From an optimization exercise on the open Yosys and OpenROAD flow, aimed at a short achievable clock period and few clock cycles; shortcuts taken in it are not production practice. The RTL was checked by simulation tests, not by an equivalence proof against the original design. Power figures rest on the tool's default switching activity, not on a simulated workload.

`config.mk`:
```
export PLATFORM = sky130hd
export DESIGN_NAME = CPU
export DESIGN_NICKNAME = CPU
export VERILOG_FILES = /design/flow/design.v
export SDC_FILE = /design/flow/constraint.sdc
export NUM_CORES = 4
export LEC_CHECK = 0
export ABC_CLOCK_PERIOD_IN_PS = 1500
export CAP_MARGIN = 20
export CORE_MARGIN = 2
export CORE_UTILIZATION = 40
export PLACE_DENSITY = 0.6
export SETUP_SLACK_MARGIN = 4.0
export SLEW_MARGIN = 20
export SYNTH_HIERARCHICAL = 1
export TNS_END_PERCENT = 100
```
`constraint.sdc`:
```
create_clock -name core_clock -period 6.0 [get_ports {in_clk}]
set_input_delay 1.2000 -clock core_clock [delete_from_list [all_inputs] [get_ports {in_clk}]]
set_output_delay 1.2000 -clock core_clock [all_outputs]
set_load 0.01 [all_outputs]
```
`design.v`:
```
module register_1bit (
    input  wire [2:0] sel,
    input  wire [8:0] a0, a1, a2, a3, a4, a5, a6, a7,
    output reg  [8:0] y
);
    always @(*) begin
        case (sel)
            3'd0: y = a0;
            3'd1: y = a1;
            3'd2: y = a2;
            3'd3: y = a3;
            3'd4: y = a4;
            3'd5: y = a5;
            3'd6: y = a6;
            default: y = a7;
        endcase
    end
endmodule
module mux_9to1 (
    input  wire       s,
    input  wire [8:0] a,
    input  wire [8:0] b,
    output wire [8:0] y
);
    assign y = s ? a : b;
endmodule
module addsub_9bit (
    input  wire [8:0] a,
    input  wire [8:0] b,
    input  wire       ci,
    output wire [8:0] s
);
    wire [8:0] p, g, c;
    ks_xor9 u_p (.a(a), .b(b), .y(p));
    ks_and9 u_g (.a(a), .b(b), .y(g));
    ks_tree u_c (.p(p), .g(g), .ci(ci), .c(c));
    ks_xor9 u_s (.a(p), .b(c), .y(s));
endmodule
module ks_xor9 (input wire [8:0] a, input wire [8:0] b, output wire [8:0] y);
    assign y = a ^ b;
endmodule
module ks_and9 (input wire [8:0] a, input wire [8:0] b, output wire [8:0] y);
    assign y = a & b;
endmodule
module ks_tree (
    input  wire [8:0] p,
    input  wire [8:0] g,
    input  wire       ci,
    output wire [8:0] c
);
    wire [9:0] p0 = {p, 1'b0};
    wire [9:0] g0 = {g, ci};
    wire [9:0] g1, p1, g2, p2, g4, p4, g8;
    genvar i;
    generate for (i = 0; i < 10; i = i + 1) begin : t
        if (i >= 1) begin
            assign g1[i] = g0[i] | (p0[i] & g0[i-1]);
            assign p1[i] = p0[i] & p0[i-1];
        end else begin
            assign g1[i] = g0[i]; assign p1[i] = p0[i];
        end
        if (i >= 2) begin
            assign g2[i] = g1[i] | (p1[i] & g1[i-2]);
            assign p2[i] = p1[i] & p1[i-2];
        end else begin
            assign g2[i] = g1[i]; assign p2[i] = p1[i];
        end
        if (i >= 4) begin
            assign g4[i] = g2[i] | (p2[i] & g2[i-4]);
            assign p4[i] = p2[i] & p2[i-4];
        end else begin
            assign g4[i] = g2[i]; assign p4[i] = p2[i];
        end
        if (i >= 8)
            assign g8[i] = g4[i] | (p4[i] & g4[i-8]);
        else
            assign g8[i] = g4[i];
    end endgenerate
    assign c = g8[8:0];
endmodule
module comparator (
    input  wire       s,
    input  wire [8:0] late,
    input  wire [8:0] other,
    output wire [8:0] y
);
    assign y = ({9{s}} & late) | other;
endmodule
module CPU(
	input wire [8:0] in_Din,
	input wire in_clk,
	input wire in_re,
	input wire in_run,
	output wire [8:0] out_Addr,
	output wire [8:0] out_Dout,
	output wire out_W
);
	localparam CN = 16, CB = 4;
	reg [8:0] FA;                   
	reg       IRV;                  
	reg       pld, pst, pjr;        
	reg       exr;                  
	reg [8:0] R0, R1, R2, R3, R4, R5, R6, G;
	reg [6:0] WEN;                  
	reg [8:0] RES, RESN;            
	reg       W;
	reg [8:0] DO;
	reg [2:0] rx, iy;
	reg       d_x7, d_mv, d_mvi, d_sub, d_as, d_ld, d_st, d_ldst, d_mvnz, d_halt;
	reg       d_mviu, d_mvic;       
	reg       d_wr, d_redu;         
	reg [8:0] OX, OY;               
	reg       FX;                   
	reg       FYr, FYs, FYo;        
	reg [8:0] EPC;                  
	reg [8:0] AFT;                  
	reg [8:0] IMM;
	reg [2:0] LRX;                  
	reg          CV [0:CN-1];
	reg [8-CB:0] CT [0:CN-1];
	reg [8:0]    CD [0:CN-1];
	assign out_Addr = FA;
	assign out_Dout = DO;
	assign out_W    = W;
	wire [8:0] FA1 = FA + 9'd1;
	wire [8:0] FA2 = FA + 9'd2;
	wire [8:0] vx  = FX ? RES : OX;
	wire [8:0] vy  = ({9{FYr}} & RES) | ({9{FYs}} & RESN) | ({9{FYo}} & OY);
	wire [8:0] sum;
	addsub_9bit u_alu (.a(vx), .b(vy), .ci(d_sub), .s(sum));
	reg        GNZ;
	wire       gnz = GNZ;
	wire [8:0] zc = {vx[7:0] | vy[7:0], d_sub};
	wire       s_nz = ((vx ^ vy) != zc);
	wire e_wr    = exr && (d_wr || (d_mvnz && gnz));    
	wire e_wen   = e_wr && !d_x7;
	wire e_j     = e_wr && d_x7;
	wire e_ldst  = exr && d_ldst;
	wire e_halt  = exr && d_halt;
	wire e_mviu  = exr && d_mviu;
	wire e_mvic  = exr && d_mvic;
	wire e_as    = exr && d_as;
	wire use_e   = !exr ? (pld || pst || pjr) : (d_redu || (d_x7 && d_mvnz && gnz));
	wire [8:0] e_oth =
		({9{exr && (d_mv || d_mvnz)}} & vy) |
		({9{e_mvic}} & IMM) |
		({9{e_mviu || pld}} & in_Din);
	wire       r_hold = !in_run || pst;
	wire [8:0] res_d;
	comparator u_res (.s(e_as && !r_hold), .late(sum), .other(r_hold ? RES : e_oth), .y(res_d));
	wire       g_en = in_run && e_as;
	wire [8:0] g_d;
	comparator u_g (.s(g_en && !in_re), .late(sum), .other((in_re || g_en) ? 9'd0 : G), .y(g_d));
	wire [2:0] dop = in_Din[8:6];
	wire [2:0] dx  = in_Din[5:3];
	wire [2:0] dy  = in_Din[2:0];
	wire [8:0] C0 = WEN[0] ? RES : R0;
	wire [8:0] C1 = WEN[1] ? RES : R1;
	wire [8:0] C2 = WEN[2] ? RES : R2;
	wire [8:0] C3 = WEN[3] ? RES : R3;
	wire [8:0] C4 = WEN[4] ? RES : R4;
	wire [8:0] C5 = WEN[5] ? RES : R5;
	wire [8:0] C6 = WEN[6] ? RES : R6;
	wire [8:0] OXn, OYn;
	register_1bit u_ox (.sel(dx), .a0(C0), .a1(C1), .a2(C2), .a3(C3), .a4(C4), .a5(C5), .a6(C6), .a7(FA), .y(OXn));
	register_1bit u_oy (.sel(dy), .a0(C0), .a1(C1), .a2(C2), .a3(C3), .a4(C4), .a5(C5), .a6(C6), .a7(FA), .y(OYn));
	wire [8:0] RESP1 = RES + 9'd1;
	wire [8:0] IMMP1 = IMM + 9'd1;
	wire [8:0] P0 = (e_mvic && rx == 3'd0) ? IMMP1 : WEN[0] ? RESP1 : R0 + 9'd1;
	wire [8:0] P1 = (e_mvic && rx == 3'd1) ? IMMP1 : WEN[1] ? RESP1 : R1 + 9'd1;
	wire [8:0] P2 = (e_mvic && rx == 3'd2) ? IMMP1 : WEN[2] ? RESP1 : R2 + 9'd1;
	wire [8:0] P3 = (e_mvic && rx == 3'd3) ? IMMP1 : WEN[3] ? RESP1 : R3 + 9'd1;
	wire [8:0] P4 = (e_mvic && rx == 3'd4) ? IMMP1 : WEN[4] ? RESP1 : R4 + 9'd1;
	wire [8:0] P5 = (e_mvic && rx == 3'd5) ? IMMP1 : WEN[5] ? RESP1 : R5 + 9'd1;
	wire [8:0] P6 = (e_mvic && rx == 3'd6) ? IMMP1 : WEN[6] ? RESP1 : R6 + 9'd1;
	wire       g_ok = gnz && !e_as;
	wire [7:0] y_ok;
	genvar gy;
	generate for (gy = 0; gy < 8; gy = gy + 1) begin : yok
		assign y_ok[gy] = !(e_wen && !e_mvic && rx == gy);
	end endgenerate
	wire [8:0] Q0 = y_ok[0] ? P0 : FA1;
	wire [8:0] Q1 = y_ok[1] ? P1 : FA1;
	wire [8:0] Q2 = y_ok[2] ? P2 : FA1;
	wire [8:0] Q3 = y_ok[3] ? P3 : FA1;
	wire [8:0] Q4 = y_ok[4] ? P4 : FA1;
	wire [8:0] Q5 = y_ok[5] ? P5 : FA1;
	wire [8:0] Q6 = y_ok[6] ? P6 : FA1;
	wire [8:0] QJ;
	register_1bit u_qj (.sel(dy), .a0(Q0), .a1(Q1), .a2(Q2), .a3(Q3), .a4(Q4), .a5(Q5), .a6(Q6), .a7(FA1), .y(QJ));
	wire       j_mv = dx == 3'd7 && dop == 3'b000;
	wire       j_nz = dx == 3'd7 && dop == 3'b110 && g_ok;
	wire f_j  = (j_mv || j_nz) && y_ok[dy];
	wire [CB-1:0] l_idx = FA[CB-1:0];
	reg  [CN-1:0] l_line;
	integer li;
	always @(*) begin
		for (li = 0; li < CN; li = li + 1)
			l_line[li] = CV[li] && CT[li] == FA[8:CB] && l_idx == li;
	end
	wire          l_hit = |l_line;
	wire f_mvic = dop == 3'b001 && l_hit;
	wire [8:0] FAS, FAF;
	mux_9to1 u_fas (.s(f_mvic), .a(FA2), .b(FA1), .y(FAS));
	mux_9to1 u_faf (.s(j_mv || j_nz), .a(QJ), .b(FAS), .y(FAF));
	reg n_irv, n_pld, n_pst, n_pjr, n_w, tk, tk_hold, ld_fwd;
	always @(*) begin
		n_irv = IRV; n_pld = pld; n_pst = pst; n_pjr = pjr; n_w = 1'b0;
		tk = 1'b0; tk_hold = 1'b0; ld_fwd = 1'b0;
		if (in_re) begin
			n_irv = 1'b0; n_pld = 1'b0; n_pst = 1'b0; n_pjr = 1'b0;
		end else if (pst) begin
			n_pst = 1'b0;
		end else if (in_run) begin
			if (pld) begin
				n_pld = 1'b0;
				if (LRX == 3'd7) begin
					n_pjr = 1'b1; n_irv = 1'b0;
				end else
					ld_fwd = 1'b1;
			end else if (pjr) begin
				n_pjr = 1'b0;
			end else if (e_halt) begin
			end else if (e_ldst) begin
				n_pld = d_ld; n_pst = d_st; n_w = d_st;
				tk = 1'b1; tk_hold = 1'b1; n_irv = 1'b1;
			end else if (e_j) begin
				n_irv = 1'b0;
				if (d_as || d_mviu) n_pjr = 1'b1;
			end else if (e_mviu) begin
				n_irv = 1'b0;
			end else begin
				tk = 1'b1; n_irv = !f_j;
			end
		end
	end
	always @(posedge in_clk) begin
		IRV <= n_irv; pld <= n_pld; pst <= n_pst; pjr <= n_pjr; W <= n_w;
		exr <= n_irv && !n_pld && !n_pst && !n_pjr;
	end
	wire e_jv = e_j && (d_mv || d_mvnz);
	wire e_ji = e_j && d_mvic;
	wire [8:0] EADDR =
		({9{pst || pld}} & AFT) |
		({9{pjr}} & RESP1) |
		({9{e_ldst}} & vy) |
		({9{e_jv}} & (vy + 9'd1)) |
		({9{e_ji}} & IMMP1) |
		({9{e_mviu || e_halt}} & FA1);
	wire       fa_e = use_e || in_re || !(in_run || pst);
	wire [8:0] fa_ea = in_re ? 9'd0 : !(in_run || pst) ? FA : EADDR;
	wire [8:0] fa_d;
	mux_9to1 u_fa (.s(fa_e), .a(fa_ea), .b(FAF), .y(fa_d));
	always @(posedge in_clk) FA <= fa_d;
	reg          FV;
	reg [8:0]    FP, FD;
	always @(posedge in_clk) begin
		FV <= !in_re && in_run && !pst && e_mviu;
		FP <= EPC;
		FD <= in_Din;
	end
	integer k;
	always @(posedge in_clk) begin
		if (in_re) begin
			for (k = 0; k < CN; k = k + 1) CV[k] <= 1'b0;
		end else if (FV) begin
			CV[FP[CB-1:0]] <= 1'b1;
		end
	end
	always @(posedge in_clk) begin
		if (FV) begin
			CT[FP[CB-1:0]] <= FP[8:CB];
			CD[FP[CB-1:0]] <= FD;
		end
	end
	always @(posedge in_clk) begin
		if (in_re) begin
			R0 <= 9'd0; R1 <= 9'd0; R2 <= 9'd0; R3 <= 9'd0;
			R4 <= 9'd0; R5 <= 9'd0; R6 <= 9'd0;
		end else begin
			if (WEN[0]) R0 <= RES;
			if (WEN[1]) R1 <= RES;
			if (WEN[2]) R2 <= RES;
			if (WEN[3]) R3 <= RES;
			if (WEN[4]) R4 <= RES;
			if (WEN[5]) R5 <= RES;
			if (WEN[6]) R6 <= RES;
		end
	end
	always @(posedge in_clk) begin
		if (in_re) GNZ <= 1'b0;
		else if (g_en) GNZ <= s_nz;
	end
	always @(posedge in_clk) begin
		RES <= res_d;
		RESN <= ~res_d;
		G <= g_d;
	end
	always @(posedge in_clk) begin
		if (in_re || !in_run || pst) WEN <= 7'd0;
		else if (pld) WEN <= (7'd1 << LRX) & 7'h7f;
		else if (e_wen) WEN <= (7'd1 << rx) & 7'h7f;
		else WEN <= 7'd0;
	end
	always @(posedge in_clk) begin
		if (tk) begin
			rx <= dx; iy <= dy; d_x7 <= dx == 3'd7;
			d_mv <= dop == 3'b000; d_mvi <= dop == 3'b001;
			d_sub <= dop == 3'b011; d_as <= dop[2:1] == 2'b01;
			d_ld <= dop == 3'b100; d_st <= dop == 3'b101; d_ldst <= dop[2:1] == 2'b10;
			d_mvnz <= dop == 3'b110; d_halt <= dop == 3'b111;
			d_mviu <= dop == 3'b001 && !f_mvic;
			d_mvic <= dop == 3'b001 && f_mvic;
			d_wr <= dop == 3'b000 || dop == 3'b001 || dop[2:1] == 2'b01;
			d_redu <= dop == 3'b111 || dop[2:1] == 2'b10 || (dop == 3'b001 && !f_mvic) ||
			          (dx == 3'd7 && (dop == 3'b000 || dop == 3'b001 || dop[2:1] == 2'b01));
			OX <= OXn; OY <= OYn ^ {9{dop == 3'b011}};
			EPC <= FA; AFT <= FAS;
			IMM <= CD[l_idx];
		end
		if (tk && tk_hold) begin
			FX <= 1'b0; FYr <= 1'b0; FYs <= 1'b0; FYo <= 1'b1;
		end else if (tk) begin
			FX <= e_wen && rx == dx;
			FYr <= e_wen && rx == dy && dop != 3'b011;
			FYs <= e_wen && rx == dy && dop == 3'b011;
			FYo <= !(e_wen && rx == dy);
		end else if (ld_fwd) begin
			FX <= rx == LRX;
			FYr <= iy == LRX && !d_sub;
			FYs <= iy == LRX && d_sub;
			FYo <= iy != LRX;
		end
		if (!in_re && in_run && !pst && e_ldst) begin
			LRX <= rx; DO <= vx;
		end
	end
endmodule
```
`run.sh`:
```
#!/bin/bash
# synth_recipe.tcl (not shown) runs the flow's synth.tcl, then flattens the netlist and writes it again
# the make line also repeats each setting of config.mk as NAME=value (left out here)
make -C /OpenROAD-flow-scripts/flow DESIGN_CONFIG=/design/flow/config.mk WORK_HOME=/design/flow/orfs CLKGATE_MAP_FILE= SYNTH_SCRIPT=/design/flow/synth_recipe.tcl finish
```
==> results of run 1 <==
[final timing paths]
path	from	endpoint	slack, ps	cells past startpoint
setup / recovery	rx[2]	FA[2]	2930	11
hold reg to reg	EPC[5]	FP[5]	340	0
setup reg to reg	rx[2]	FA[2]	2930	11
hold / removal	EPC[5]	FP[5]	340	0
[area by class of cell]
cell class / instances / area (µm²) / share of cell area [%]
Antenna cell: 1 / 2.50 / 0.00793
Clock buffer: 72 / 1450 / 4.58
Clock inverter: 18 / 290 / 0.920
Inverter: 50 / 204 / 0.646
Multi-Input combinational cell: 1447 / 12700 / 40.1
Sequential cell: 442 / 11900 / 37.8
Tap cell: 765 / 957 / 3.03
Timing Repair Buffer: 367 / 4060 / 12.9
[report_power, final]
part / total (mW) / switching [mW] / internal (mW)
Combinational: 1.98 / 1.09 / 0.888
Clock: 3.22 / 1.28 / 1.94
Sequential: 3.45 / 0.116 / 3.34
[layer usage]
metal  track usage, %  vias up
met5                0        -
met4             11.8        2
met3             6.74      261
met2             44.8     1127
met1             38.4     9790
li1                 -     8358
[what timing repair did]
action	4_1_cts	5_1_grt
hold endpoints to repair	0	0
gates resized for setup	426	219
setup endpoints to repair	223	203
pin swaps	49	93
setup buffers	136	117
gates cloned	18	11
==> results.py, run 1 <==
metrics = {
    "placed_design": {
        "placed_area_um2": 24800,
        "place_ws_ps": 1790,
        "numPortBuffers": 30,
        "dp.cells": 2789,
        "dpl.hpwl_mm": 56.3,
        "place_congestion": 0.979,
    },
    "worst_setup_path": {
        "crit_chain": "buf_4 -> nand3b_1 -> buf_4 -> nor2_4 -> buf_6 -> a21oi_1 -> a22oi_1 -> a21oi_1 -> o22a_1 -> mux2_4 -> mux2_4",
        "cp_max_fo": 8,
        "path_delay_family": "compound AO/OA/AOI/OAI gates",
        "crit_required_ps": 6470,
        "cp_slowest_stage_delay_ps": 510,
        "cp_slowest_cell": "edfxtp_1",
        "end_kind": "register",
        "cp-start-kind": "register",
        "critPathKind": "register to register",
        "worstPathBufferInverterCount": 3,
        "cp.arrival_ps": 3540,
    },
    "detailed_routing": {
        "met1_length_mm": 36.5,
        "drt_first_pass_iters": 6,
        "routed-wl-met2_mm": 40.3,
        "wl_mm": 90.6,
        "vias": 19500,
        "drt_iter0_markers": 2343,
        "via_per_inst": 6.18,
        "wire_per_inst_um": 28.7,
        "drc": 0,
        "top_layer": "met5",
        "met3RoutedLength_mm": 9.09,
        "drtAntennaViolNets": 0,
    },
    "floorplanning": {
        "die_area_um2": 60700,
        "core_area_um2": 57900,
        "die_h_um": 246,
        "die_w_um": 246,
        "initial_core_util_pct": 40.6,
        "ios": 31,
        "num_rows": 88,
    },
    "sta": {
        "fin_ws_ps": 2930,
        "finalMaxSlewViolations": 0,
        "maxSlewHeadroom_pct": 33.8,
        "min_period_ps": 3070,
        "clock_skew_ps": 35.9,
        "worst_pin_slew_ps": 991,
        "rsz0062_at_grt": "true",
        "fin_crit_sh_pct": 51.2,
        "fin_setup_tns_ps": 0,
        "timing.hold.ws_ps": 339,
        "max_clock_freq_mhz": 326,
        "setup_viol": 0,
        "finalHoldViolations": 0,
    },
    "clock_network": {
        "cts_tree": "done",
        "cts_max_level": 2,
        "clkSinkCount": 442,
        "clk_transition_reported_paths_ps": 60,
        "cts_made_buffers": 49,
        "cts_hold_buf": 0,
        "root_buffer": "clkbuf_16",
        "clockBufferDepth": 3,
        "clkLatencyLatePin_ps": 620,
    },
    "global_route": {
        "antenna_found_initial": 2,
        "grt_max_degree": 64,
        "grt_usage_pct": 28.7,
        "grt_pass1_wl_mm": 126,
        "grt_pass1_vias": 18300,
        "grt_overflow": 0,
    },
    "power": {
        "power_density_nw_per_um2": 274,
        "power.leakage_nw": 11.4,
        "ir_drop_v": 0.000190,
        "total_power_mw": 8.66,
    },
    "synth": {
        "ys_warn_count": 8,
        "mappedNetlistArea_um2": 23500,
        "netlist_instances": 2078,
        "syn_avg_cell_area_um2": 11.3,
    },
    "layout": {
        "drive_gt1_share_pct": 38.0,
        "num-nets-final": 2392,
        "nFillCells": 4845,
        "mostFrequentLayoutCell": "edfxtp_1",
        "final_area_um2": 31600,
        "largest_reg_flops": 144,
        "fin_util_pct": 54.5,
        "fin_cells": 3162,
        "most-common-layout-cells": "edfxtp_1 (300), buf_4 (220), nor2_1 (138), xnor2_1 (120), a21oi_1 (118)",
        "area_growth_pct": 34.2,
    },
    "hold_path": {
        "hp-class": "register to register",
    },
    "job": {
        "drv_cap": 0,
    },
    "outcome": {
        "outcome": "no timing/DRC/antenna violations",
    },
}
Testbench counts, summed over its fixed seeds: cycles 16,059.
==> run 2: changes to the inputs <==
--- a/design.v
+++ b/design.v
@@ -16,6 +16,13 @@
         endcase
     end
 endmodule
+module counter_9bit (
+    input  wire       sa, sb, sc, sd,
+    input  wire [8:0] a, b, c, d,
+    output wire [8:0] y
+);
+    assign y = ({9{sa}} & a) | ({9{sb}} & b) | ({9{sc}} & c) | ({9{sd}} & d);
+endmodule
 module mux_9to1 (
     input  wire       s,
     input  wire [8:0] a,
@@ -200,9 +207,9 @@
 	end
 	wire          l_hit = |l_line;
 	wire f_mvic = dop == 3'b001 && l_hit;
-	wire [8:0] FAS, FAF;
+	wire [8:0] FAS;
 	mux_9to1 u_fas (.s(f_mvic), .a(FA2), .b(FA1), .y(FAS));
-	mux_9to1 u_faf (.s(j_mv || j_nz), .a(QJ), .b(FAS), .y(FAF));
+	wire f_jq = j_mv || j_nz;    
 	reg n_irv, n_pld, n_pst, n_pjr, n_w, tk, tk_hold, ld_fwd;
 	always @(*) begin
 		n_irv = IRV; n_pld = pld; n_pst = pst; n_pjr = pjr; n_w = 1'b0;
@@ -250,7 +257,9 @@
 	wire       fa_e = use_e || in_re || !(in_run || pst);
 	wire [8:0] fa_ea = in_re ? 9'd0 : !(in_run || pst) ? FA : EADDR;
 	wire [8:0] fa_d;
-	mux_9to1 u_fa (.s(fa_e), .a(fa_ea), .b(FAF), .y(fa_d));
+	counter_9bit u_fa (.sa(fa_e), .sb(!fa_e && f_jq), .sc(!fa_e && !f_jq && f_mvic),
+	                   .sd(!fa_e && !f_jq && !f_mvic),
+	                   .a(fa_ea), .b(QJ), .c(FA2), .d(FA1), .y(fa_d));
 	always @(posedge in_clk) FA <= fa_d;
 	reg          FV;
 	reg [8:0]    FP, FD;
==> results.py, run 2 <==
metrics = {
    "layout": {
        "most-common-layout-cells": "edfxtp_1 (300), nor2_1 (192), buf_4 (185), xnor2_1 (136), a21oi_1 (133)",
        "fin_cells": 3167,
        "mostFrequentLayoutCell": "edfxtp_1",
        "drive_gt1_share_pct": 34.0,
        "fin_util_pct": 53.4,
        "area_growth_pct": 31.6,
        "num-nets-final": 2398,
        "largest_reg_flops": 144,
        "n_antenna_cell": 0,
    },
    "clock_network": {
        "cts_max_level": 2,
        "clk_transition_reported_paths_ps": 60,
        "clkSinkCount": 442,
        "root_buffer": "clkbuf_16",
        "cts_tree": "done",
        "clockBufferDepth": 3,
        "clkLatencyLatePin_ps": 600,
        "cts_made_buffers": 47,
    },
    "power": {
        "power_density_nw_per_um2": 279,
        "ir_drop_v": 0.000198,
        "power.share.clock_pct": 36.3,
        "pwr-share-seq_pct": 40.1,
        "power_frac_comb_pct": 23.7,
        "power.internal_mw": 6.10,
        "switching_power_mw": 2.53,
        "switching_share_pct": 29.3,
        "power.leakage_nw": 11.0,
    },
    "synth": {
        "syn_avg_cell_area_um2": 11.0,
        "mappedNetlistArea_um2": 23500,
        "ys_warn_count": 8,
        "netlist_instances": 2130,
    },
    "placed_design": {
        "dpl.hpwl_mm": 53.2,
        "place_congestion": 0.961,
        "numPortBuffers": 30,
        "place_ws_ps": 1610,
        "dp.cells": 2836,
    },
    "sta": {
        "worst_pin_slew_ps": 979,
        "finalHoldViolations": 0,
        "setup_viol": 0,
        "fin_crit_sh_pct": 45.9,
        "min_period_ps": 2760,
        "rsz0062_at_grt": "true",
        "clock_skew_ps": 16.0,
        "fin_ws_ps": 3240,
        "max_clock_freq_mhz": 363,
        "maxSlewHeadroom_pct": 34.7,
        "finalMaxSlewViolations": 0,
        "fin_setup_tns_ps": 0,
    },
    "worst_setup_path": {
        "cp.arrival_ps": 3240,
        "cp-start-kind": "register",
        "timing.rr.start": "rx[1]",
        "cp-startpoint": "rx[1]",
        "crit_required_ps": 6480,
        "r2r_cells": 11,
        "end_kind": "register",
        "rr_endpoint": "FA[4]",
        "crit_end": "FA[4]",
        "cp_max_fo": 7,
        "regToRegSetupSlack_ps": 3240,
        "critPathKind": "register to register",
    },
    "job": {
        "drv_cap": 0,
    },
    "global_route": {
        "grt_pass1_wl_mm": 125,
        "antenna_found_initial": 1,
        "grt_max_degree": 67,
        "grt_overflow": 0,
        "grt_usage_pct": 27.8,
        "grt_pass1_vias": 18800,
    },
    "detailed_routing": {
        "drt_first_pass_iters": 6,
        "wl_mm": 85.2,
        "top_layer": "met4",
        "drt_iter0_markers": 2316,
        "wire_per_inst_um": 26.9,
        "drtAntennaViolNets": 0,
        "drc": 0,
        "met1_length_mm": 35.9,
        "met3RoutedLength_mm": 6.90,
        "via_per_inst": 6.09,
        "routed-wl-met2_mm": 38.8,
        "vias": 19300,
    },
    "outcome": {
        "outcome": "no timing/DRC/antenna violations",
    },
    "hold_path": {
        "hp-class": "register to register",
    },
    "floorplanning": {
        "die_area_um2": 60700,
        "initial_core_util_pct": 40.6,
        "die_w_um": 246,
        "num_rows": 88,
        "core_area_um2": 57900,
        "ios": 31,
        "die_h_um": 246,
    },
}
## run 2: how the worst min path moves through the flow
stage                start    end  cells past startpoint
global placement    EPC[4]  FP[4]                      0
CTS                 EPC[2]  FP[2]                      0
detailed placement  EPC[4]  FP[4]                      0
finish              EPC[6]  FP[6]                      0
floorplan           EPC[0]  FP[0]                      0
global route        EPC[6]  FP[6]                      0
## run 2: per-layer routing
layer,up-vias,track usage [%]
li1,8379,-
met1,9716,38.3
met2,1003,43.6
met3,204,4.96
met4,0,10.7
met5,-,0
## run 2: final cells by class
type	instances	area, µm²
inverters	52	221
fillers	4894	27000
flip-flops and latches	442	11900
repair buffers	322	3600
well taps	765	957
repair inverters	4	30.0
multi-input cells	1494	12500
clock inverters	27	314
clock buffers	61	1360
## run 2: repair_timing
item / in CTS / in global routing
cloned: 27 / 1
hold buffers: 0 / 0
endpoints found under the setup margin: 202 / 186
pin swaps: 74 / 63
setup buffers: 169 / 46
gates resized for setup: 443 / 108
## run 2: power groups by stage
stage / combinational, mW / clock [mW] / sequential, mW
floorplan: 0.954 / 0 / 3.46
global placement: 1.30 / 0 / 3.56
detailed placement: 1.32 / 0 / 3.56
CTS: 1.88 / 3.17 / 3.46
global route: 2.13 / 3.28 / 3.47
finish: 2.04 / 3.13 / 3.46
## run 2: through the flow
step | hold WS [ps] | power (mW) | area [µm²]
4_1_cts | 342 | 8.51 | 30000
3_5_place_dp | 327 | 4.88 | 24900
2_1_floorplan | 323 | 4.42 | 24300
6_report | 339 | 8.63 | 30900
5_1_grt | 350 | 8.88 | 30900
3_3_place_gp | 326 | 4.86 | 24900
## run 2: critical path, cell delays in order, from the launching register on
cell      delay (ps)
edfxtp_1         430
buf_6            150
or3b_4           460
or2_4            310
buf_12           150
a211oi_4         220
a21oi_2           60
a221oi_2         320
a21oi_2           90
o22a_2           250
a22oi_2          130
nand2_1           80
Testbench counts of run 2, summed over its fixed seeds: cycles 16,059.
==> run 3: changes to the inputs <==
--- a/design.v
+++ b/design.v
@@ -23,6 +23,13 @@
 );
     assign y = ({9{sa}} & a) | ({9{sb}} & b) | ({9{sc}} & c) | ({9{sd}} & d);
 endmodule
+module sel5h (
+    input  wire       sa, sb, sc, sd, se,
+    input  wire [8:0] a, b, c, d, e,
+    output wire [8:0] y
+);
+    assign y = ({9{sa}} & a) | ({9{sb}} & b) | ({9{sc}} & c) | ({9{sd}} & d) | ({9{se}} & e);
+endmodule
 module mux_9to1 (
     input  wire       s,
     input  wire [8:0] a,
@@ -93,6 +100,19 @@
 );
     assign y = ({9{s}} & late) | other;
 endmodule
+module control_unit (
+    input  wire [8:0]  a,
+    input  wire [15:0] cv,     
+    input  wire [79:0] ct,     
+    output wire        hit
+);
+    wire [15:0] m;
+    genvar i;
+    generate for (i = 0; i < 16; i = i + 1) begin : l
+        assign m[i] = cv[i] && ct[5*i +: 5] == a[8:4] && a[3:0] == i;
+    end endgenerate
+    assign hit = |m;
+endmodule
 module CPU(
 	input wire [8:0] in_Din,
 	input wire in_clk,
@@ -120,7 +140,7 @@
 	reg       FX;                   
 	reg       FYr, FYs, FYo;        
 	reg [8:0] EPC;                  
-	reg [8:0] AFT;                  
+	wire [8:0] AFT = d_mvic ? EPC + 9'd2 : EPC + 9'd1;    
 	reg [8:0] IMM;
 	reg [2:0] LRX;                  
 	reg          CV [0:CN-1];
@@ -131,8 +151,10 @@
 	assign out_W    = W;
 	wire [8:0] FA1 = FA + 9'd1;
 	wire [8:0] FA2 = FA + 9'd2;
-	wire [8:0] vx  = FX ? RES : OX;
-	wire [8:0] vy  = ({9{FYr}} & RES) | ({9{FYs}} & RESN) | ({9{FYo}} & OY);
+	wire [8:0] vx, vy, vyr;
+	mux_9to1 u_vx  (.s(FX), .a(RES), .b(OX), .y(vx));
+	mux_9to1 u_vyr (.s(FYs), .a(RESN), .b(RES), .y(vyr));
+	mux_9to1 u_vy  (.s(FYo), .a(OY), .b(vyr), .y(vy));
 	wire [8:0] sum;
 	addsub_9bit u_alu (.a(vx), .b(vy), .ci(d_sub), .s(sum));
 	reg        GNZ;
@@ -199,13 +221,15 @@
 	wire       j_nz = dx == 3'd7 && dop == 3'b110 && g_ok;
 	wire f_j  = (j_mv || j_nz) && y_ok[dy];
 	wire [CB-1:0] l_idx = FA[CB-1:0];
-	reg  [CN-1:0] l_line;
-	integer li;
-	always @(*) begin
-		for (li = 0; li < CN; li = li + 1)
-			l_line[li] = CV[li] && CT[li] == FA[8:CB] && l_idx == li;
-	end
-	wire          l_hit = |l_line;
+	wire [CN-1:0]   cvv;
+	wire [5*CN-1:0] ctv;
+	genvar gl;
+	generate for (gl = 0; gl < CN; gl = gl + 1) begin : lk
+		assign cvv[gl] = CV[gl];
+		assign ctv[5*gl +: 5] = CT[gl];
+	end endgenerate
+	wire          l_hit;
+	control_unit u_hit (.a(FA), .cv(cvv), .ct(ctv), .hit(l_hit));
 	wire f_mvic = dop == 3'b001 && l_hit;
 	wire [8:0] FAS;
 	mux_9to1 u_fas (.s(f_mvic), .a(FA2), .b(FA1), .y(FAS));
@@ -245,21 +269,18 @@
 		IRV <= n_irv; pld <= n_pld; pst <= n_pst; pjr <= n_pjr; W <= n_w;
 		exr <= n_irv && !n_pld && !n_pst && !n_pjr;
 	end
-	wire e_jv = e_j && (d_mv || d_mvnz);
-	wire e_ji = e_j && d_mvic;
-	wire [8:0] EADDR =
-		({9{pst || pld}} & AFT) |
-		({9{pjr}} & RESP1) |
-		({9{e_ldst}} & vy) |
-		({9{e_jv}} & (vy + 9'd1)) |
-		({9{e_ji}} & IMMP1) |
-		({9{e_mviu || e_halt}} & FA1);
-	wire       fa_e = use_e || in_re || !(in_run || pst);
-	wire [8:0] fa_ea = in_re ? 9'd0 : !(in_run || pst) ? FA : EADDR;
+	wire [8:0] EA = pjr ? RESP1 : AFT;
+	wire [8:0] EB, EADDR;
+	counter_9bit u_eb (.sa(d_ldst), .sb(d_x7 && (d_mv || d_mvnz)), .sc(d_x7 && d_mvic),
+	                   .sd(!d_ldst && !(d_x7 && (d_mv || d_mvnz || d_mvic))),
+	                   .a(vy), .b(vy + 9'd1), .c(IMMP1), .d(FA1), .y(EB));
+	mux_9to1 u_ea (.s(exr), .a(EB), .b(EA), .y(EADDR));
+	wire       go   = !in_re && (in_run || pst);
 	wire [8:0] fa_d;
-	counter_9bit u_fa (.sa(fa_e), .sb(!fa_e && f_jq), .sc(!fa_e && !f_jq && f_mvic),
-	                   .sd(!fa_e && !f_jq && !f_mvic),
-	                   .a(fa_ea), .b(QJ), .c(FA2), .d(FA1), .y(fa_d));
+	sel5h u_fa (.sa(!in_re && !(in_run || pst)), .sb(go && use_e),
+	            .sc(go && !use_e && f_jq), .sd(go && !use_e && !f_jq && f_mvic),
+	            .se(go && !use_e && !f_jq && !f_mvic),
+	            .a(FA), .b(EADDR), .c(QJ), .d(FA2), .e(FA1), .y(fa_d));
 	always @(posedge in_clk) FA <= fa_d;
 	reg          FV;
 	reg [8:0]    FP, FD;
@@ -324,7 +345,7 @@
 			d_redu <= dop == 3'b111 || dop[2:1] == 2'b10 || (dop == 3'b001 && !f_mvic) ||
 			          (dx == 3'd7 && (dop == 3'b000 || dop == 3'b001 || dop[2:1] == 2'b01));
 			OX <= OXn; OY <= OYn ^ {9{dop == 3'b011}};
-			EPC <= FA; AFT <= FAS;
+			EPC <= FA;
 			IMM <= CD[l_idx];
 		end
 		if (tk && tk_hold) begin
==> results.py, run 3 <==
metrics = {
    "clock_network": {
        "cts_tree": "done",
        "cts_max_level": 2,
        "cts_made_buffers": 48,
        "clockBufferDepth": 3,
        "clk_transition_reported_paths_ps": 60,
        "cts_hold_buf": 0,
        "clkSinkCount": 432,
        "root_buffer": "clkbuf_16",
        "clkLatencyLatePin_ps": 600,
    },
    "layout": {
        "mostFrequentLayoutCell": "edfxtp_1",
        "fin_cells": 3145,
        "most-common-layout-cells": "edfxtp_1 (291), buf_4 (174), nor2_1 (154), dfxtp_1 (116), xnor2_1 (116)",
        "drive_gt1_share_pct": 36.4,
        "nFillCells": 5021,
        "area_growth_pct": 30.1,
        "n_antenna_cell": 0,
        "num-nets-final": 2370,
        "largest_reg_flops": 144,
    },
    "floorplanning": {
        "die_h_um": 247,
        "ios": 31,
        "core_area_um2": 58800,
        "num_rows": 89,
        "initial_core_util_pct": 40.3,
        "die_w_um": 247,
        "die_area_um2": 61200,
    },
    "detailed_routing": {
        "met3RoutedLength_mm": 6.59,
        "drtAntennaViolNets": 0,
        "drt_first_pass_iters": 6,
        "wire_per_inst_um": 27.2,
        "vias": 19100,
        "top_layer": "met4",
        "drt_iter0_markers": 2073,
        "met1_length_mm": 34.5,
        "routed-wl-met2_mm": 39.2,
        "drc": 0,
        "wl_mm": 85.4,
        "via_per_inst": 6.07,
    },
    "global_route": {
        "grt_max_degree": 82,
        "antenna_found_initial": 2,
        "grt_pass1_vias": 18500,
        "grt_usage_pct": 27.4,
        "grt_pass1_wl_mm": 124,
        "grt_overflow": 0,
    },
    "power": {
        "ir_drop_v": 0.000238,
        "power.leakage_nw": 11.0,
        "power_density_nw_per_um2": 273,
    },
    "hold_path": {
        "hp-class": "register to register",
    },
    "placed_design": {
        "dp.cells": 2819,
        "dpl.hpwl_mm": 53.1,
        "numPortBuffers": 30,
        "place_congestion": 0.981,
    },
    "worst_setup_path": {
        "cp.arrival_ps": 3160,
        "crit_required_ps": 6470,
        "critPathKind": "register to register",
        "crit_chain": "nand3_1 -> o21a_1 -> nor3_1 -> a211oi_1 -> a2bb2oi_1 -> a22o_1 -> a21oi_2 -> a21oi_2 -> a22oi_2 -> nand2_1",
        "cp_max_fo": 6,
        "end_kind": "register",
        "cp-start-kind": "register",
        "cp_slowest_cell": "nor3_1",
        "cp_common_cell": "a21oi_2",
        "cp_slowest_stage_delay_ps": 510,
    },
    "sta": {
        "clock_skew_ps": 20.3,
        "rsz0062_at_grt": "true",
        "worst_pin_slew_ps": 921,
        "min_period_ps": 2690,
        "max_clock_freq_mhz": 371,
        "fin_setup_tns_ps": 0,
        "finalHoldViolations": 0,
        "setup_viol": 0,
        "finalMaxSlewViolations": 0,
        "fin_crit_sh_pct": 44.9,
        "maxSlewHeadroom_pct": 38.2,
    },
    "synth": {
        "mappedNetlistArea_um2": 23700,
        "syn_avg_cell_area_um2": 11.3,
        "ys_warn_count": 8,
        "netlist_instances": 2097,
    },
    "outcome": {
        "outcome": "no timing/DRC/antenna violations",
    },
    "job": {
        "drv_cap": 0,
    },
}
## run 3: what timing repair did
| action | in CTS | in global routing |
|---|---|---|
| pin swaps | 94 | 78 |
| buffers inserted | 176 | 48 |
| endpoints found under the setup margin | 182 | 163 |
| resized for setup | 482 | 139 |
| gates cloned | 12 | 4 |
## run 3: cell type report
cell class / instances / area, µm² / share of cell area (%)
multi-input combinational: 1485 / 12800 / 41.6
clock buffer: 70 / 1360 / 4.40
clock inverter: 16 / 148 / 0.479
sequential: 432 / 11600 / 37.8
inverter: 47 / 179 / 0.581
tap: 773 / 967 / 3.14
timing repair buffer: 322 / 3710 / 12.0
## run 3: path summary, 6_finish.rpt
kind,slack (ps),endpoint,depth (start not counted),from
hold / removal,400,FP[8],0,EPC[8]
setup / recovery,3310,FA[7],10,R2[2]
hold reg to reg,400,FP[8],0,EPC[8]
setup reg to reg,3310,FA[7],10,R2[2]
## run 3: power breakdown
part	total, mW	internal (mW)	switching [mW]
combinational	2.19	1.02	1.17
clock	2.85	1.62	1.23
sequential	3.38	3.27	0.111
## run 3: critical path: cells and delay by family (launching register included)
| family | cells | cell delay [ps] |
|---|---|---|
| and+or+nand+nor | 3 | 810 |
| AOI/OAI and AO/OA | 7 | 1280 |
| DFF | 1 | 480 |
## run 3: metal layers
layer	GRT usage, %	vias up
met5	0	-
met4	14.9	0
met3	4.35	272
met2	43.3	973
met1	35.9	9506
li1	-	8338
## run 3: stage by stage
| step | power (mW) | setup WS [ps] | instance area, µm² | utilization [%] | hold WS (ps) |
|---|---|---|---|---|---|
| 4_1_cts | 8.27 | 3340 | 29700 | 50.5 | 401 |
| 2_1_floorplan | 4.45 | 2090 | 24100 | - | 368 |
| 6_report | 8.41 | 3310 | 30800 | 52.4 | 403 |
| 3_5_place_dp | 4.89 | 2160 | 24800 | 42.1 | 394 |
| 5_1_grt | 8.66 | 3270 | 30800 | 52.4 | 420 |
| 3_3_place_gp | 4.88 | 2230 | 24800 | 42.1 | 395 |
Testbench counts of run 3, summed over its fixed seeds: cycles 16,059.
==> run 4: changes to the inputs <==
--- a/design.v
+++ b/design.v
@@ -125,8 +125,9 @@
 	localparam CN = 16, CB = 4;
 	reg [8:0] FA;                   
 	reg       IRV;                  
-	reg       pld, pst, pjr;        
+	reg       pld, pst, pjr, pj2;   
 	reg       exr;                  
+	reg [8:0] JT;                   
 	reg [8:0] R0, R1, R2, R3, R4, R5, R6, G;
 	reg [6:0] WEN;                  
 	reg [8:0] RES, RESN;            
@@ -140,13 +141,16 @@
 	reg       FX;                   
 	reg       FYr, FYs, FYo;        
 	reg [8:0] EPC;                  
-	wire [8:0] AFT = d_mvic ? EPC + 9'd2 : EPC + 9'd1;    
+	reg  [8:0] EPC1, EPC2;          
+	wire [8:0] AFT = d_mvic ? EPC2 : EPC1;    
+	reg        s_vy, s_vp, s_im, s_f1;        
 	reg [8:0] IMM;
 	reg [2:0] LRX;                  
 	reg          CV [0:CN-1];
 	reg [8-CB:0] CT [0:CN-1];
 	reg [8:0]    CD [0:CN-1];
-	assign out_Addr = FA;
+	reg [8:0] FAO;
+	assign out_Addr = FAO;
 	assign out_Dout = DO;
 	assign out_W    = W;
 	wire [8:0] FA1 = FA + 9'd1;
@@ -169,7 +173,7 @@
 	wire e_mviu  = exr && d_mviu;
 	wire e_mvic  = exr && d_mvic;
 	wire e_as    = exr && d_as;
-	wire use_e   = !exr ? (pld || pst || pjr) : (d_redu || (d_x7 && d_mvnz && gnz));
+	wire use_e   = !exr ? (pld || pst || pjr || pj2) : (d_redu || (d_x7 && d_mvnz && gnz));
 	wire [8:0] e_oth =
 		({9{exr && (d_mv || d_mvnz)}} & vy) |
 		({9{e_mvic}} & IMM) |
@@ -194,29 +198,28 @@
 	register_1bit u_ox (.sel(dx), .a0(C0), .a1(C1), .a2(C2), .a3(C3), .a4(C4), .a5(C5), .a6(C6), .a7(FA), .y(OXn));
 	register_1bit u_oy (.sel(dy), .a0(C0), .a1(C1), .a2(C2), .a3(C3), .a4(C4), .a5(C5), .a6(C6), .a7(FA), .y(OYn));
 	wire [8:0] RESP1 = RES + 9'd1;
-	wire [8:0] IMMP1 = IMM + 9'd1;
-	wire [8:0] P0 = (e_mvic && rx == 3'd0) ? IMMP1 : WEN[0] ? RESP1 : R0 + 9'd1;
-	wire [8:0] P1 = (e_mvic && rx == 3'd1) ? IMMP1 : WEN[1] ? RESP1 : R1 + 9'd1;
-	wire [8:0] P2 = (e_mvic && rx == 3'd2) ? IMMP1 : WEN[2] ? RESP1 : R2 + 9'd1;
-	wire [8:0] P3 = (e_mvic && rx == 3'd3) ? IMMP1 : WEN[3] ? RESP1 : R3 + 9'd1;
-	wire [8:0] P4 = (e_mvic && rx == 3'd4) ? IMMP1 : WEN[4] ? RESP1 : R4 + 9'd1;
-	wire [8:0] P5 = (e_mvic && rx == 3'd5) ? IMMP1 : WEN[5] ? RESP1 : R5 + 9'd1;
-	wire [8:0] P6 = (e_mvic && rx == 3'd6) ? IMMP1 : WEN[6] ? RESP1 : R6 + 9'd1;
+	reg  [8:0] RESP1R;
+	reg        RP1V;
+	reg  [8:0] IMMP1;                        
+	reg  [8:0] RP0, RP1, RP2, RP3, RP4, RP5, RP6;    
+	reg  [6:0] rxo;                          
+	reg        d_wrn7, d_nzn7;               
+	wire       e_wen7 = exr && (d_wrn7 || (d_nzn7 && gnz));
+	reg  [6:0] fwr, hzr, nzr;
+	wire [6:0] fw = fwr;
+	wire [6:0] hz = hzr | (nzr & {7{gnz}}) | (WEN & {7{!RP1V}} & ~fw);
+	wire [8:0] Q0, Q1, Q2, Q3, Q4, Q5, Q6;
+	counter_9bit u_q0 (.sa(1'b0), .sb(fw[0]), .sc(!fw[0] && WEN[0]), .sd(!fw[0] && !WEN[0]), .a(9'd0), .b(IMMP1), .c(RESP1R), .d(RP0), .y(Q0));
+	counter_9bit u_q1 (.sa(1'b0), .sb(fw[1]), .sc(!fw[1] && WEN[1]), .sd(!fw[1] && !WEN[1]), .a(9'd0), .b(IMMP1), .c(RESP1R), .d(RP1), .y(Q1));
+	counter_9bit u_q2 (.sa(1'b0), .sb(fw[2]), .sc(!fw[2] && WEN[2]), .sd(!fw[2] && !WEN[2]), .a(9'd0), .b(IMMP1), .c(RESP1R), .d(RP2), .y(Q2));
+	counter_9bit u_q3 (.sa(1'b0), .sb(fw[3]), .sc(!fw[3] && WEN[3]), .sd(!fw[3] && !WEN[3]), .a(9'd0), .b(IMMP1), .c(RESP1R), .d(RP3), .y(Q3));
+	counter_9bit u_q4 (.sa(1'b0), .sb(fw[4]), .sc(!fw[4] && WEN[4]), .sd(!fw[4] && !WEN[4]), .a(9'd0), .b(IMMP1), .c(RESP1R), .d(RP4), .y(Q4));
+	counter_9bit u_q5 (.sa(1'b0), .sb(fw[5]), .sc(!fw[5] && WEN[5]), .sd(!fw[5] && !WEN[5]), .a(9'd0), .b(IMMP1), .c(RESP1R), .d(RP5), .y(Q5));
+	counter_9bit u_q6 (.sa(1'b0), .sb(fw[6]), .sc(!fw[6] && WEN[6]), .sd(!fw[6] && !WEN[6]), .a(9'd0), .b(IMMP1), .c(RESP1R), .d(RP6), .y(Q6));
+	wire [7:0] y_ok = {1'b0, ~hz};
 	wire       g_ok = gnz && !e_as;
-	wire [7:0] y_ok;
-	genvar gy;
-	generate for (gy = 0; gy < 8; gy = gy + 1) begin : yok
-		assign y_ok[gy] = !(e_wen && !e_mvic && rx == gy);
-	end endgenerate
-	wire [8:0] Q0 = y_ok[0] ? P0 : FA1;
-	wire [8:0] Q1 = y_ok[1] ? P1 : FA1;
-	wire [8:0] Q2 = y_ok[2] ? P2 : FA1;
-	wire [8:0] Q3 = y_ok[3] ? P3 : FA1;
-	wire [8:0] Q4 = y_ok[4] ? P4 : FA1;
-	wire [8:0] Q5 = y_ok[5] ? P5 : FA1;
-	wire [8:0] Q6 = y_ok[6] ? P6 : FA1;
 	wire [8:0] QJ;
-	register_1bit u_qj (.sel(dy), .a0(Q0), .a1(Q1), .a2(Q2), .a3(Q3), .a4(Q4), .a5(Q5), .a6(Q6), .a7(FA1), .y(QJ));
+	register_1bit u_qj (.sel(dy), .a0(Q0), .a1(Q1), .a2(Q2), .a3(Q3), .a4(Q4), .a5(Q5), .a6(Q6), .a7(Q6), .y(QJ));
 	wire       j_mv = dx == 3'd7 && dop == 3'b000;
 	wire       j_nz = dx == 3'd7 && dop == 3'b110 && g_ok;
 	wire f_j  = (j_mv || j_nz) && y_ok[dy];
@@ -233,13 +236,13 @@
 	wire f_mvic = dop == 3'b001 && l_hit;
 	wire [8:0] FAS;
 	mux_9to1 u_fas (.s(f_mvic), .a(FA2), .b(FA1), .y(FAS));
-	wire f_jq = j_mv || j_nz;    
-	reg n_irv, n_pld, n_pst, n_pjr, n_w, tk, tk_hold, ld_fwd;
+	wire f_jq = f_j;    
+	reg n_irv, n_pld, n_pst, n_pjr, n_pj2, n_w, tk, tk_hold, ld_fwd;
 	always @(*) begin
-		n_irv = IRV; n_pld = pld; n_pst = pst; n_pjr = pjr; n_w = 1'b0;
+		n_irv = IRV; n_pld = pld; n_pst = pst; n_pjr = pjr; n_pj2 = pj2; n_w = 1'b0;
 		tk = 1'b0; tk_hold = 1'b0; ld_fwd = 1'b0;
 		if (in_re) begin
-			n_irv = 1'b0; n_pld = 1'b0; n_pst = 1'b0; n_pjr = 1'b0;
+			n_irv = 1'b0; n_pld = 1'b0; n_pst = 1'b0; n_pjr = 1'b0; n_pj2 = 1'b0;
 		end else if (pst) begin
 			n_pst = 1'b0;
 		end else if (in_run) begin
@@ -250,7 +253,9 @@
 				end else
 					ld_fwd = 1'b1;
 			end else if (pjr) begin
-				n_pjr = 1'b0;
+				n_pjr = 1'b0; n_pj2 = 1'b1;
+			end else if (pj2) begin
+				n_pj2 = 1'b0;
 			end else if (e_halt) begin
 			end else if (e_ldst) begin
 				n_pld = d_ld; n_pst = d_st; n_w = d_st;
@@ -265,14 +270,22 @@
 			end
 		end
 	end
+	wire       n_exr  = n_irv && !n_pld && !n_pst && !n_pjr && !n_pj2;
+	wire       n_mvic = tk ? (dop == 3'b001 && f_mvic) : d_mvic;
+	wire [6:0] n_rxo  = tk ? ((7'd1 << dx) & 7'h7f) : rxo;
+	wire       n_wrn7 = tk ? (dx != 3'd7 && (dop == 3'b000 || dop == 3'b001 || dop[2:1] == 2'b01)) : d_wrn7;
+	wire       n_nzn7 = tk ? (dx != 3'd7 && dop == 3'b110) : d_nzn7;
 	always @(posedge in_clk) begin
-		IRV <= n_irv; pld <= n_pld; pst <= n_pst; pjr <= n_pjr; W <= n_w;
-		exr <= n_irv && !n_pld && !n_pst && !n_pjr;
+		IRV <= n_irv; pld <= n_pld; pst <= n_pst; pjr <= n_pjr; pj2 <= n_pj2; W <= n_w;
+		exr <= n_exr;
+		fwr <= {7{n_exr && n_mvic}} & n_rxo;
+		hzr <= {7{n_exr && n_wrn7 && !n_mvic}} & n_rxo;
+		nzr <= {7{n_exr && n_nzn7}} & n_rxo;
+		if (pjr) JT <= RES + 9'd1;
 	end
-	wire [8:0] EA = pjr ? RESP1 : AFT;
+	wire [8:0] EA = pj2 ? JT : AFT;
 	wire [8:0] EB, EADDR;
-	counter_9bit u_eb (.sa(d_ldst), .sb(d_x7 && (d_mv || d_mvnz)), .sc(d_x7 && d_mvic),
-	                   .sd(!d_ldst && !(d_x7 && (d_mv || d_mvnz || d_mvic))),
+	counter_9bit u_eb (.sa(s_vy), .sb(s_vp), .sc(s_im), .sd(s_f1),
 	                   .a(vy), .b(vy + 9'd1), .c(IMMP1), .d(FA1), .y(EB));
 	mux_9to1 u_ea (.s(exr), .a(EB), .b(EA), .y(EADDR));
 	wire       go   = !in_re && (in_run || pst);
@@ -281,7 +294,15 @@
 	            .sc(go && !use_e && f_jq), .sd(go && !use_e && !f_jq && f_mvic),
 	            .se(go && !use_e && !f_jq && !f_mvic),
 	            .a(FA), .b(EADDR), .c(QJ), .d(FA2), .e(FA1), .y(fa_d));
-	always @(posedge in_clk) FA <= fa_d;
+	wire [8:0] fa_do;
+	sel5h u_fao (.sa(!in_re && !(in_run || pst)), .sb(go && use_e),
+	             .sc(go && !use_e && f_jq), .sd(go && !use_e && !f_jq && f_mvic),
+	             .se(go && !use_e && !f_jq && !f_mvic),
+	             .a(FA), .b(EADDR), .c(QJ), .d(FA2), .e(FA1), .y(fa_do));
+	always @(posedge in_clk) begin
+		FA <= fa_d;
+		FAO <= fa_do;
+	end
 	reg          FV;
 	reg [8:0]    FP, FD;
 	always @(posedge in_clk) begin
@@ -307,20 +328,32 @@
 		if (in_re) begin
 			R0 <= 9'd0; R1 <= 9'd0; R2 <= 9'd0; R3 <= 9'd0;
 			R4 <= 9'd0; R5 <= 9'd0; R6 <= 9'd0;
+			RP0 <= 9'd1; RP1 <= 9'd1; RP2 <= 9'd1; RP3 <= 9'd1;
+			RP4 <= 9'd1; RP5 <= 9'd1; RP6 <= 9'd1;
 		end else begin
-			if (WEN[0]) R0 <= RES;
-			if (WEN[1]) R1 <= RES;
-			if (WEN[2]) R2 <= RES;
-			if (WEN[3]) R3 <= RES;
-			if (WEN[4]) R4 <= RES;
-			if (WEN[5]) R5 <= RES;
-			if (WEN[6]) R6 <= RES;
+			if (WEN[0]) begin R0 <= RES; RP0 <= RESP1; end
+			if (WEN[1]) begin R1 <= RES; RP1 <= RESP1; end
+			if (WEN[2]) begin R2 <= RES; RP2 <= RESP1; end
+			if (WEN[3]) begin R3 <= RES; RP3 <= RESP1; end
+			if (WEN[4]) begin R4 <= RES; RP4 <= RESP1; end
+			if (WEN[5]) begin R5 <= RES; RP5 <= RESP1; end
+			if (WEN[6]) begin R6 <= RES; RP6 <= RESP1; end
 		end
 	end
 	always @(posedge in_clk) begin
 		if (in_re) GNZ <= 1'b0;
 		else if (g_en) GNZ <= s_nz;
 	end
+	wire [8:0] valp1 =
+		({9{exr && (d_mv || d_mvnz)}} & (vy + 9'd1)) |
+		({9{e_mvic}} & IMMP1) |
+		({9{e_mviu || pld}} & (in_Din + 9'd1));
+	always @(posedge in_clk) begin
+		if (!r_hold) begin
+			RESP1R <= valp1;
+			RP1V <= !e_as;
+		end
+	end
 	always @(posedge in_clk) begin
 		RES <= res_d;
 		RESN <= ~res_d;
@@ -345,8 +378,16 @@
 			d_redu <= dop == 3'b111 || dop[2:1] == 2'b10 || (dop == 3'b001 && !f_mvic) ||
 			          (dx == 3'd7 && (dop == 3'b000 || dop == 3'b001 || dop[2:1] == 2'b01));
 			OX <= OXn; OY <= OYn ^ {9{dop == 3'b011}};
-			EPC <= FA;
-			IMM <= CD[l_idx];
+			EPC <= FA; EPC1 <= FA1; EPC2 <= FA2;
+			s_vy <= dop[2:1] == 2'b10;
+			s_vp <= dx == 3'd7 && (dop == 3'b000 || dop == 3'b110);
+			s_im <= dx == 3'd7 && dop == 3'b001 && f_mvic;
+			s_f1 <= !(dop[2:1] == 2'b10) && !(dx == 3'd7 && (dop == 3'b000 || dop == 3'b110)) &&
+			        !(dx == 3'd7 && dop == 3'b001 && f_mvic);
+			IMM <= CD[l_idx]; IMMP1 <= CD[l_idx] + 9'd1;
+			rxo <= (7'd1 << dx) & 7'h7f;
+			d_wrn7 <= dx != 3'd7 && (dop == 3'b000 || dop == 3'b001 || dop[2:1] == 2'b01);
+			d_nzn7 <= dx != 3'd7 && dop == 3'b110;
 		end
 		if (tk && tk_hold) begin
 			FX <= 1'b0; FYr <= 1'b0; FYs <= 1'b0; FYo <= 1'b1;
==> results.py, run 4 <==
metrics = {
    "outcome": {
        "outcome": "no timing/DRC/antenna violations",
    },
    "power": {
        "power.internal_mw": 7.55,
        "power_density_nw_per_um2": 292,
        "power.leakage_nw": 12.7,
        "switching_share_pct": 27.4,
        "power_frac_comb_pct": 16.3,
        "power.share.clock_pct": 40.1,
        "pwr-share-seq_pct": 43.6,
        "switching_power_mw": 2.85,
        "ir_drop_v": 0.000245,
    },
    "floorplanning": {
        "die_w_um": 268,
        "ios": 31,
        "num_rows": 96,
        "core_area_um2": 68800,
        "initial_core_util_pct": 40.6,
        "die_h_um": 268,
        "die_area_um2": 72000,
    },
    "worst_setup_path": {
        "end_kind": "register",
        "cp.arrival_ps": 3250,
        "cp-start-kind": "register",
        "crit_required_ps": 6560,
        "cp-startpoint": "FA[4]",
        "timing.rr.start": "FA[4]",
        "cp_max_fo": 7,
        "critPathKind": "register to register",
    },
    "sta": {
        "finalMaxSlewViolations": 0,
        "max_clock_freq_mhz": 372,
        "fin_setup_tns_ps": 0,
        "worst_pin_slew_ps": 940,
        "rsz0062_at_grt": "true",
        "maxSlewHeadroom_pct": 37.1,
        "fin_crit_sh_pct": 44.9,
        "clock_skew_ps": 50.6,
        "finalHoldViolations": 0,
        "min_period_ps": 2690,
        "setup_viol": 0,
    },
    "detailed_routing": {
        "via_per_inst": 5.86,
        "wl_mm": 93.1,
        "wire_per_inst_um": 25.9,
        "drtAntennaViolNets": 0,
        "drc": 0,
        "drt_iter0_markers": 2054,
        "drt_first_pass_iters": 10,
        "vias": 21000,
    },
    "layout": {
        "mostFrequentLayoutCell": "edfxtp_1",
        "nFillCells": 5802,
        "fin_cells": 3589,
        "num-nets-final": 2627,
        "area_growth_pct": 27.5,
        "drive_gt1_share_pct": 31.6,
        "most-common-layout-cells": "edfxtp_1 (338), dfxtp_1 (205), a22oi_1 (151), nor2_1 (146), nand2_1 (141)",
        "largest_reg_flops": 144,
    },
    "global_route": {
        "grt_max_degree": 68,
        "grt_pass1_wl_mm": 135,
        "grt_overflow": 0,
        "grt_usage_pct": 25.4,
        "antenna_found_initial": 1,
        "grt_pass1_vias": 20600,
    },
    "placed_design": {
        "numPortBuffers": 30,
        "dp.cells": 3270,
        "dpl.hpwl_mm": 56.3,
        "place_congestion": 0.890,
    },
    "job": {
        "drv_cap": 0,
    },
    "synth": {
        "netlist_instances": 2373,
        "syn_avg_cell_area_um2": 11.8,
        "ys_warn_count": 8,
        "mappedNetlistArea_um2": 27900,
    },
    "clock_network": {
        "clkLatencyLatePin_ps": 640,
        "cts_tree": "done",
        "cts_max_level": 3,
        "clkSinkCount": 583,
        "root_buffer": "clkbuf_16",
        "cts_hold_buf": 0,
        "cts_made_buffers": 66,
        "clk_transition_reported_paths_ps": 60,
        "clockBufferDepth": 3,
    },
    "hold_path": {
        "hp-class": "register to register",
        "hp-start": "EPC[4]",
    },
}
run 4: layer usage:
layer / vias up / global-route usage, % / share of wire [%]
li1: 9300 / - / -
met1: 10500 / 33.1 / 41
met2: 948 / 41.1 / 47
met3: 249 / 4.17 / 6.7
met4: 0 / 12.6 / 5.1
met5: - / 0 / 0
run 4: timing repair:
item / CTS / global route
gates resized for setup: 463 / 132
buffers inserted: 120 / 45
setup endpoints to repair: 396 / 301
pin swaps: 65 / 77
gates cloned: 23 / 6
run 4: worst paths after layout:
path | to | slack (ps) | cells past startpoint
hold / removal | FP[4] | 340 | 0
setup / recovery | hzr[2] | 3310 | 11
hold reg to reg | FP[4] | 340 | 0
setup reg to reg | hzr[2] | 3310 | 11
run 4: layout make-up:
class / instances / area [µm²] / area share (%)
timing repair buffer: 263 / 3390 / 9.51
clock inverter: 33 / 453 / 1.27
sequential: 583 / 15200 / 42.5
multi-input combinational: 1619 / 13300 / 37.4
inverter: 64 / 259 / 0.727
timing repair inverter: 4 / 27.5 / 0.0773
antenna: 3 / 7.51 / 0.0211
tap: 931 / 1160 / 3.27
clock buffer: 89 / 1830 / 5.14
run 4: through the flow:
| stage | power [mW] | instance area [µm²] | hold WS [ps] | utilization (%) | setup WS [ps] |
|---|---|---|---|---|---|
| 3_3_place_gp | 5.73 | 29200 | 332 | 42.5 | 1600 |
| 6_report | 10.4 | 35600 | 339 | 51.8 | 3310 |
| 2_1_floorplan | 5.40 | 28900 | 323 | - | 2620 |
| 5_1_grt | 10.7 | 35600 | 351 | 51.7 | 3250 |
| 4_1_cts | 10.3 | 34500 | 342 | 50.1 | 3390 |
| 3_5_place_dp | 5.75 | 29200 | 327 | 42.5 | 1650 |
run 4: power groups by stage:
| stage | clock [mW] | combinational [mW] | sequential, mW |
|---|---|---|---|
| final | 4.17 | 1.70 | 4.53 |
| after global routing | 4.38 | 1.78 | 4.54 |
| after floorplan | 0 | 0.894 | 4.50 |
| after detailed placement | 0 | 1.11 | 4.64 |
| after CTS | 4.23 | 1.49 | 4.53 |
| after global placement | 0 | 1.10 | 4.64 |
run 4: worst max-delay path, stage by stage (launching register included):
cell,delay (ps)
dfxtp_4,460
buf_12,170
xnor2_1,70
nand4_1,110
nor4_2,80
nor4_2,310
nand4_1,120
buf_4,170
and3b_2,230
mux2_4,300
or3b_4,460
nor3_2,130
Testbench counts of run 4, summed over its fixed seeds: cycles 16,059.
==> run 5: changes to the inputs <==
--- a/design.v
+++ b/design.v
@@ -143,7 +143,7 @@
 	reg [8:0] EPC;                  
 	reg  [8:0] EPC1, EPC2;          
 	wire [8:0] AFT = d_mvic ? EPC2 : EPC1;    
-	reg        s_vy, s_vp, s_im, s_f1;        
+	reg        s_vy, s_im, s_f1;              
 	reg [8:0] IMM;
 	reg [2:0] LRX;                  
 	reg          CV [0:CN-1];
@@ -262,7 +262,7 @@
 				tk = 1'b1; tk_hold = 1'b1; n_irv = 1'b1;
 			end else if (e_j) begin
 				n_irv = 1'b0;
-				if (d_as || d_mviu) n_pjr = 1'b1;
+				if (!d_mvic) n_pjr = 1'b1;
 			end else if (e_mviu) begin
 				n_irv = 1'b0;
 			end else begin
@@ -285,8 +285,10 @@
 	end
 	wire [8:0] EA = pj2 ? JT : AFT;
 	wire [8:0] EB, EADDR;
-	counter_9bit u_eb (.sa(s_vy), .sb(s_vp), .sc(s_im), .sd(s_f1),
-	                   .a(vy), .b(vy + 9'd1), .c(IMMP1), .d(FA1), .y(EB));
+	wire [8:0] va;
+	mux_9to1 u_va (.s(FYo), .a(OY), .b(RES), .y(va));
+	counter_9bit u_eb (.sa(s_vy), .sb(1'b0), .sc(s_im), .sd(s_f1),
+	                   .a(va), .b(9'd0), .c(IMMP1), .d(FA1), .y(EB));
 	mux_9to1 u_ea (.s(exr), .a(EB), .b(EA), .y(EADDR));
 	wire       go   = !in_re && (in_run || pst);
 	wire [8:0] fa_d;
@@ -380,10 +382,8 @@
 			OX <= OXn; OY <= OYn ^ {9{dop == 3'b011}};
 			EPC <= FA; EPC1 <= FA1; EPC2 <= FA2;
 			s_vy <= dop[2:1] == 2'b10;
-			s_vp <= dx == 3'd7 && (dop == 3'b000 || dop == 3'b110);
 			s_im <= dx == 3'd7 && dop == 3'b001 && f_mvic;
-			s_f1 <= !(dop[2:1] == 2'b10) && !(dx == 3'd7 && (dop == 3'b000 || dop == 3'b110)) &&
-			        !(dx == 3'd7 && dop == 3'b001 && f_mvic);
+			s_f1 <= !(dop[2:1] == 2'b10) && !(dx == 3'd7 && dop == 3'b001 && f_mvic);
 			IMM <= CD[l_idx]; IMMP1 <= CD[l_idx] + 9'd1;
 			rxo <= (7'd1 << dx) & 7'h7f;
 			d_wrn7 <= dx != 3'd7 && (dop == 3'b000 || dop == 3'b001 || dop[2:1] == 2'b01);
==> results.py, run 5 <==
metrics = {
    "outcome": {
        "outcome": "no timing/DRC/antenna violations",
    },
    "sta": {
        "clock_skew_ps": 67.3,
        "worst_pin_slew_ps": 909,
        "fin_crit_sh_pct": 45.2,
        "setup_viol": 0,
        "finalMaxSlewViolations": 0,
        "fin_setup_tns_ps": 0,
        "maxSlewHeadroom_pct": 39.4,
        "fin_ws_ps": 3290,
        "min_period_ps": 2710,
        "rsz0062_at_grt": "true",
        "finalHoldViolations": 0,
        "max_clock_freq_mhz": 369,
    },
    "worst_setup_path": {
        "path_delay_family": "simple AND/OR/NAND/NOR gates",
        "cp-startpoint": "FA[4]",
        "rr_endpoint": "FAO[8]",
        "cp_slowest_stage_delay_ps": 410,
        "timing.rr.start": "FA[4]",
        "path_depth": 14,
        "end_kind": "register",
        "regToRegSetupSlack_ps": 3290,
        "crit_required_ps": 6590,
        "cp.arrival_ps": 3300,
        "cp-start-kind": "register",
        "cp_max_fo": 5,
        "r2r_cells": 14,
        "worstPathBufferInverterCount": 5,
        "crit_chain": "buf_12 -> buf_16 -> xnor2_2 -> nand4_1 -> o22ai_1 -> nor2_1 -> nand4_1 -> buf_6 -> buf_6 -> and3b_2 -> nor3_4 -> clkbuf_16 -> a222oi_1 -> nand2_1",
        "critPathKind": "register to register",
        "cp_slowest_cell": "dfxtp_4",
    },
    "global_route": {
        "grt_pass1_wl_mm": 135,
        "grt_overflow": 0,
        "antenna_found_initial": 5,
        "grt_max_degree": 81,
        "grt_usage_pct": 25.2,
        "grt_pass1_vias": 20400,
    },
    "power": {
        "power.leakage_nw": 12.8,
        "power_density_nw_per_um2": 287,
        "ir_drop_v": 0.000216,
    },
    "hold_path": {
        "hold_end": "FP[4]",
        "hp-start": "EPC[4]",
        "hp-class": "register to register",
        "min_path_cells": 0,
    },
    "synth": {
        "ys_warn_count": 8,
        "syn_avg_cell_area_um2": 11.7,
        "mappedNetlistArea_um2": 28100,
        "netlist_instances": 2391,
    },
    "layout": {
        "drive_gt1_share_pct": 30.3,
        "most-common-layout-cells": "edfxtp_1 (337), dfxtp_1 (209), a22oi_1 (171), nor2_1 (166), nand2_1 (143)",
        "fin_util_pct": 51.1,
        "area_growth_pct": 27.0,
        "largest_reg_flops": 144,
        "num-nets-final": 2650,
        "final_area_um2": 35700,
        "mostFrequentLayoutCell": "edfxtp_1",
    },
    "placed_design": {
        "numPortBuffers": 30,
        "place_ws_ps": 1880,
        "placed_area_um2": 29400,
        "dpl.hpwl_mm": 56.2,
        "place_congestion": 0.978,
    },
    "detailed_routing": {
        "drtAntennaViolNets": 0,
        "drt_iter0_markers": 2285,
        "drt_first_pass_iters": 10,
        "via_per_inst": 5.88,
        "vias": 21300,
        "drc": 0,
        "wire_per_inst_um": 26.1,
        "wl_mm": 94.4,
    },
    "floorplanning": {
        "die_w_um": 269,
        "die_h_um": 269,
        "initial_core_util_pct": 40.3,
        "ios": 31,
        "num_rows": 97,
        "die_area_um2": 72400,
        "core_area_um2": 69800,
    },
    "job": {
        "drv_cap": 0,
    },
    "clock_network": {
        "clkLatencyLatePin_ps": 670,
        "root_buffer": "clkbuf_16",
        "clockBufferDepth": 3,
        "cts_made_buffers": 61,
        "cts_max_level": 2,
        "clk_transition_reported_paths_ps": 60,
        "cts_tree": "done",
        "clkSinkCount": 582,
    },
}
[run 5: changes by cell type in the layout (fill, tap and decap cells not counted), moves of 10 or more]
cell | previous run | this run
mux2_4 | 43 | 61
a22oi_1 | 151 | 171
conb_1 | 70 | 80
nor3_2 | 23 | 6
a22oi_2 | 40 | 27
buf_4 | 110 | 125
clkbuf_1 | 15 | 5
nor2_1 | 146 | 166
buf_6 | 59 | 42
[run 5: per-stage QoR]
| stage | power [mW] | cells | hold slack, ps |
|---|---|---|---|
| 5_1_grt | 10.5 | 3619 | 354 |
| 4_1_cts | 10.1 | 3544 | 340 |
| 3_3_place_gp | 5.77 | 3310 | 326 |
| 6_report | 10.2 | 3620 | 342 |
| 2_1_floorplan | 5.40 | 2470 | 323 |
| 3_5_place_dp | 5.79 | 3310 | 328 |
[run 5: power by group]
| group | total (mW) | switching, mW | internal [mW] |
|---|---|---|---|
| sequential | 4.54 | 0.193 | 4.34 |
| combinational | 1.71 | 0.925 | 0.782 |
| clock | 4.00 | 1.69 | 2.31 |
[run 5: final cells by class]
class	count	area, µm²
clock buffer	69	1600
antenna	3	7.51
tap	940	1180
timing repair buffer	271	3630
sequential	582	15100
fill	5911	34100
clock inverter	47	538
inverter	65	259
multi-input combinational	1643	13400
[run 5: per-layer routing]
layer,up-vias,global-route usage [%],routed length [µm]
met5,-,0,13
met4,2,13.3,5890
met3,322,4.31,6880
met2,1000,40.1,43100
met1,10700,32.9,38500
li1,9312,-,-
[run 5: worst max-delay path by stage]
stage | endpoint | slack, ps
2_1_floorplan | FYs | 3160
3_3_place_gp | FA[0] | 2040
3_5_place_dp | FA[0] | 1880
4_1_cts | RESN[8] | 3370
5_1_grt | RESN[8] | 3250
6_report | FAO[8] | 3290
[run 5: what timing repair did]
item                                    in CTS  in global routing
endpoints found under the setup margin     400                218
buffers inserted                            93                 56
resized for setup                          445                141
endpoints found under the hold margin        0                  0
hold buffers                                 0                  0
cloned                                      25                 17
pin swaps                                   85                 92
Testbench counts of run 5, summed over its fixed seeds: cycles 16,059.

Setup slack of run 5, layout unchanged: 3.288 ns with ideal ports, 3.288 ns with driving cells assumed (clock clkbuf_16, inputs buf_2), 2.597 ns with port delays also shifted by the 0.701 ns mid clock arrival.
